Background: an optimization exercise with open tools, aiming at small area and a short achievable clock period. Do not read the settings as production practice. Only simulation tests tie the RTL to the original design; equivalence was not proved. No activity file was given, so power comes from the tool's default toggle rates.

// fpmul_pipe
module fpmul_pipe (clk, oprA, oprB, Result);
    input clk;
    input [31:0] oprA, oprB;
    output [31:0] Result;
    wire [129:0] r1_d;
    wire [7:0] e1_d;
    wire s1_d;
    reg [129:0] r1_q;
    reg [7:0] e1_q;
    reg s1_q;
    wire [24:0] p2_d;
    reg [24:0] p2_q;
    reg [7:0] e2_q;
    reg s2_q;
    fpmul_sa u_sa (.oprA(oprA), .oprB(oprB), .r1(r1_d), .e1(e1_d), .s1(s1_d));
    fpmul_sb u_sb (.r1(r1_q), .p2(p2_d));
    fpmul_sc u_sc (.p2(p2_q), .e2(e2_q), .s2(s2_q), .Result(Result));
    always @(posedge clk)
    begin
        r1_q <= r1_d;
        e1_q <= e1_d;
        s1_q <= s1_d;
        p2_q <= p2_d;
        e2_q <= e1_q;
        s2_q <= s1_q;
    end
endmodule
==> flow/config.mk <==
export PLATFORM = sky130hd
export DESIGN_NAME = fpmul_pipe
export DESIGN_NICKNAME = fpmul_pipe
export VERILOG_FILES = /design/flow/design.v
export SDC_FILE = /design/flow/constraint.sdc
export NUM_CORES = 4
export LEC_CHECK = 0
export CAP_MARGIN = 20
export CORE_MARGIN = 2
export CORE_UTILIZATION = 40
export SETUP_SLACK_MARGIN = 5
export SLEW_MARGIN = 20
export SYNTH_HIERARCHICAL = 1
export SYNTH_MINIMUM_KEEP_SIZE = 0
export TNS_END_PERCENT = 0
==> flow/constraint.sdc <==
create_clock -name core_clock -period 9.5 [get_ports {clk}]
set_input_delay 1.9000 -clock core_clock [delete_from_list [all_inputs] [get_ports {clk}]]
set_output_delay 1.9000 -clock core_clock [all_outputs]
set_load 0.01 [all_outputs]
standard.sh (not shown) runs the stock make flow with config.mk's settings and CLKGATE_MAP_FILE= SYNTH_SCRIPT=/design/flow/synth_recipe.tcl, a recipe that flattens the netlist after the stock synthesis.
==> flow/flow/run.sh <==
#!/bin/bash
# The standard layout, except that the port buffers are buf_2 cells rather than the
# clkdlybuf4s50_1 delay cells buffer_ports picks by default.
set -euo pipefail
export BUFFER_PORTS_ARGS="-buffer_cell sky130_fd_sc_hd__buf_2"
bash standard.sh finish > orfs_flow.log 2>&1
Next try:
==> flow/flow/run.sh (replaced) <==
#!/bin/bash
# The standard layout, except that the port buffers are buf_4 cells rather than the
# clkdlybuf4s50_1 delay cells buffer_ports picks by default.
set -euo pipefail
export BUFFER_PORTS_ARGS="-buffer_cell sky130_fd_sc_hd__buf_4"
bash standard.sh finish > orfs_flow.log 2>&1
--- a/flow/config.mk
+++ b/flow/config.mk
@@ -9,7 +9,7 @@
 export CORE_MARGIN = 2
 export CORE_UTILIZATION = 40
+export CTS_BUF_LIST = sky130_fd_sc_hd__clkbuf_4 sky130_fd_sc_hd__clkbuf_8
 export SETUP_SLACK_MARGIN = 5
 export SLEW_MARGIN = 20
 export SYNTH_HIERARCHICAL = 1
 export SYNTH_MINIMUM_KEEP_SIZE = 0
-export TNS_END_PERCENT = 0
=> The new run produced a clean layout; die area is unchanged; final cell count hardly moves; final area hardly moves; clock-buffer cell count goes up by 4; setup slack is better by 0.067 ns; non-clock buffer count goes down by 3.
Next try:
==> flow/flow/run.sh (replaced) <==
#!/bin/bash
# The standard layout, except that the port buffers are buf_4 cells rather than the
# clkdlybuf4s50_1 delay cells buffer_ports picks by default, and that timing repair aims
# for a setup slack of 5.2 ns at the 9.5 ns clock.
set -euo pipefail
export BUFFER_PORTS_ARGS="-buffer_cell sky130_fd_sc_hd__buf_4"
export SETUP_SLACK_MARGIN=5.2
bash standard.sh finish > orfs_flow.log 2>&1
--- a/flow/config.mk
+++ b/flow/config.mk
@@ -10,5 +10,4 @@
 export CORE_UTILIZATION = 40
 export CTS_BUF_LIST = sky130_fd_sc_hd__clkbuf_4 sky130_fd_sc_hd__clkbuf_8
-export SETUP_SLACK_MARGIN = 5
 export SLEW_MARGIN = 20
 export SYNTH_HIERARCHICAL = 1
Outcome: Power went up by 3.1%. Clock skew goes up by 0.015 ns. Wire length climbs by 5.0%. Die area is unchanged. Setup slack improves by 0.13 ns. Combinational power rose by about 3%. Via count climbs by 1.7%. Final cell count increases by 0.82%.

---

Setup of run 3:
fpmul_pipe again, from the RTL that the note above started with.
// fpmul_pipe
module fpmul_pipe (clk, oprA, oprB, Result);
    input clk;
    input [31:0] oprA, oprB;
    output [31:0] Result;
    wire [129:0] r1_d;
    wire [7:0] e1_d;
    wire s1_d;
    reg [129:0] r1_q;
    reg [7:0] e1_q;
    reg s1_q;
    wire [24:0] p2_d;
    reg [24:0] p2_q;
    reg [7:0] e2_q;
    reg s2_q;
    fpmul_sa u_sa (.oprA(oprA), .oprB(oprB), .r1(r1_d), .e1(e1_d), .s1(s1_d));
    fpmul_sb u_sb (.r1(r1_q), .p2(p2_d));
    fpmul_sc u_sc (.p2(p2_q), .e2(e2_q), .s2(s2_q), .Result(Result));
    always @(posedge clk)
    begin
        r1_q <= r1_d;
        e1_q <= e1_d;
        s1_q <= s1_d;
        p2_q <= p2_d;
        e2_q <= e1_q;
        s2_q <= s1_q;
    end
endmodule
export LEC_CHECK = 0
export CAP_MARGIN = 20
export CORE_MARGIN = 2
export CORE_UTILIZATION = 40
export SETUP_SLACK_MARGIN = 5
export SLEW_MARGIN = 20
export SYNTH_HIERARCHICAL = 1
export SYNTH_MINIMUM_KEEP_SIZE = 0
create_clock -name core_clock -period 9.5 [get_ports {clk}]
==> flow/flow/run.sh <==
#!/bin/bash
# The standard layout, except that the port buffers are buf_1 cells rather than the
# clkdlybuf4s50_1 delay cells buffer_ports picks by default.
set -euo pipefail
export BUFFER_PORTS_ARGS="-buffer_cell sky130_fd_sc_hd__buf_1"
bash standard.sh finish > orfs_flow.log 2>&1
Every stage of the flow completed for run 3, and the final layout passed the timing, design-rule and antenna checks.
#### Input delta (run 4 over run 3)
# run 3
export LEC_CHECK = 0
export CAP_MARGIN = 20
export CORE_MARGIN = 2
export CORE_UTILIZATION = 40
export SETUP_SLACK_MARGIN = 5
export SLEW_MARGIN = 20
export SYNTH_HIERARCHICAL = 1
export SYNTH_MINIMUM_KEEP_SIZE = 0
create_clock -name core_clock -period 9.5 [get_ports {clk}]
# run 4
export LEC_CHECK = 0
export CAP_MARGIN = 20
export CORE_MARGIN = 2
export CORE_UTILIZATION = 40
export SETUP_SLACK_MARGIN = 5
export SLEW_MARGIN = 20
export SYNTH_HIERARCHICAL = 1
export SYNTH_MINIMUM_KEEP_SIZE = 0
export TNS_END_PERCENT = 0
create_clock -name core_clock -period 9.5 [get_ports {clk}]
==> flow/flow/run.sh <==
#!/bin/bash
# The standard layout, except that the port buffers are buf_4 cells rather than the
# clkdlybuf4s50_1 delay cells buffer_ports picks by default.
set -euo pipefail
export BUFFER_PORTS_ARGS="-buffer_cell sky130_fd_sc_hd__buf_4"
bash standard.sh finish > orfs_flow.log 2>&1
- In run 4 relative to run 3, wire length on met2 had gone down by a few percent.
- Summary of run 4 over run 3: maximum frequency decreased 2.8 MHz, routing usage on met1 increased 1.1 points, area occupied by registers essentially unchanged, layout buffering overhead excluding clock cells increased 0.51 points.
- Violation count after the first detailed-routing iteration grows by more than 10% when moving from run 3 to run 4.
- In terms of wire length, run 4 and run 3 differ only marginally.
- Power (run 4 vs. run 3) decreases slightly
- Looking only at sequential logic power, and setting everything else aside, the higher value of run 3 and run 4 goes to run 3.

## separate check: timing with driven ports
In the flow no input, the clock included, has a driving cell. The finished layouts below were timed again as built, in two steps. Step 1 sets driving cells, clkbuf_16 on the clock port and buf_2 on the other inputs (assumed; they add their load-dependent delay and slew). Step 2, shift: input delay + t, output delay - t, t = (earliest + latest rising clock arrival at the registers) / 2. This alone moves slack from input paths to output paths. Three values: no drivers, after step 1, after step 2; two values: the first two.
run | shift t [ns] | setup WS [ns] | latest minus earliest clock arrival (ns) | cell pins on the clock port's net
the first run of note 1 | 0.526 | 4.953 / 4.968 / 4.443 | 0.016 / 0.017 | 1
the second run of note 1 | 0.568 | 5.020 / 5.046 / 4.479 | 0.025 / 0.025 | 1
the third run of note 1 | 0.566 | 5.148 / 5.174 / 4.609 | 0.029 / 0.029 | 1
run 3 | 0.522 | 5.068 / 5.098 / 4.577 | 0.017 / 0.017 | 1
run 4 | 0.537 | 5.013 / 5.033 / 4.496 | 0.016 / 0.016 | 1
After both steps every run listed still meets setup and hold. For the second run of note 1, which loses most, drivers alone change the setup slack by +0.026 ns; drivers and shift together by -0.541 ns.
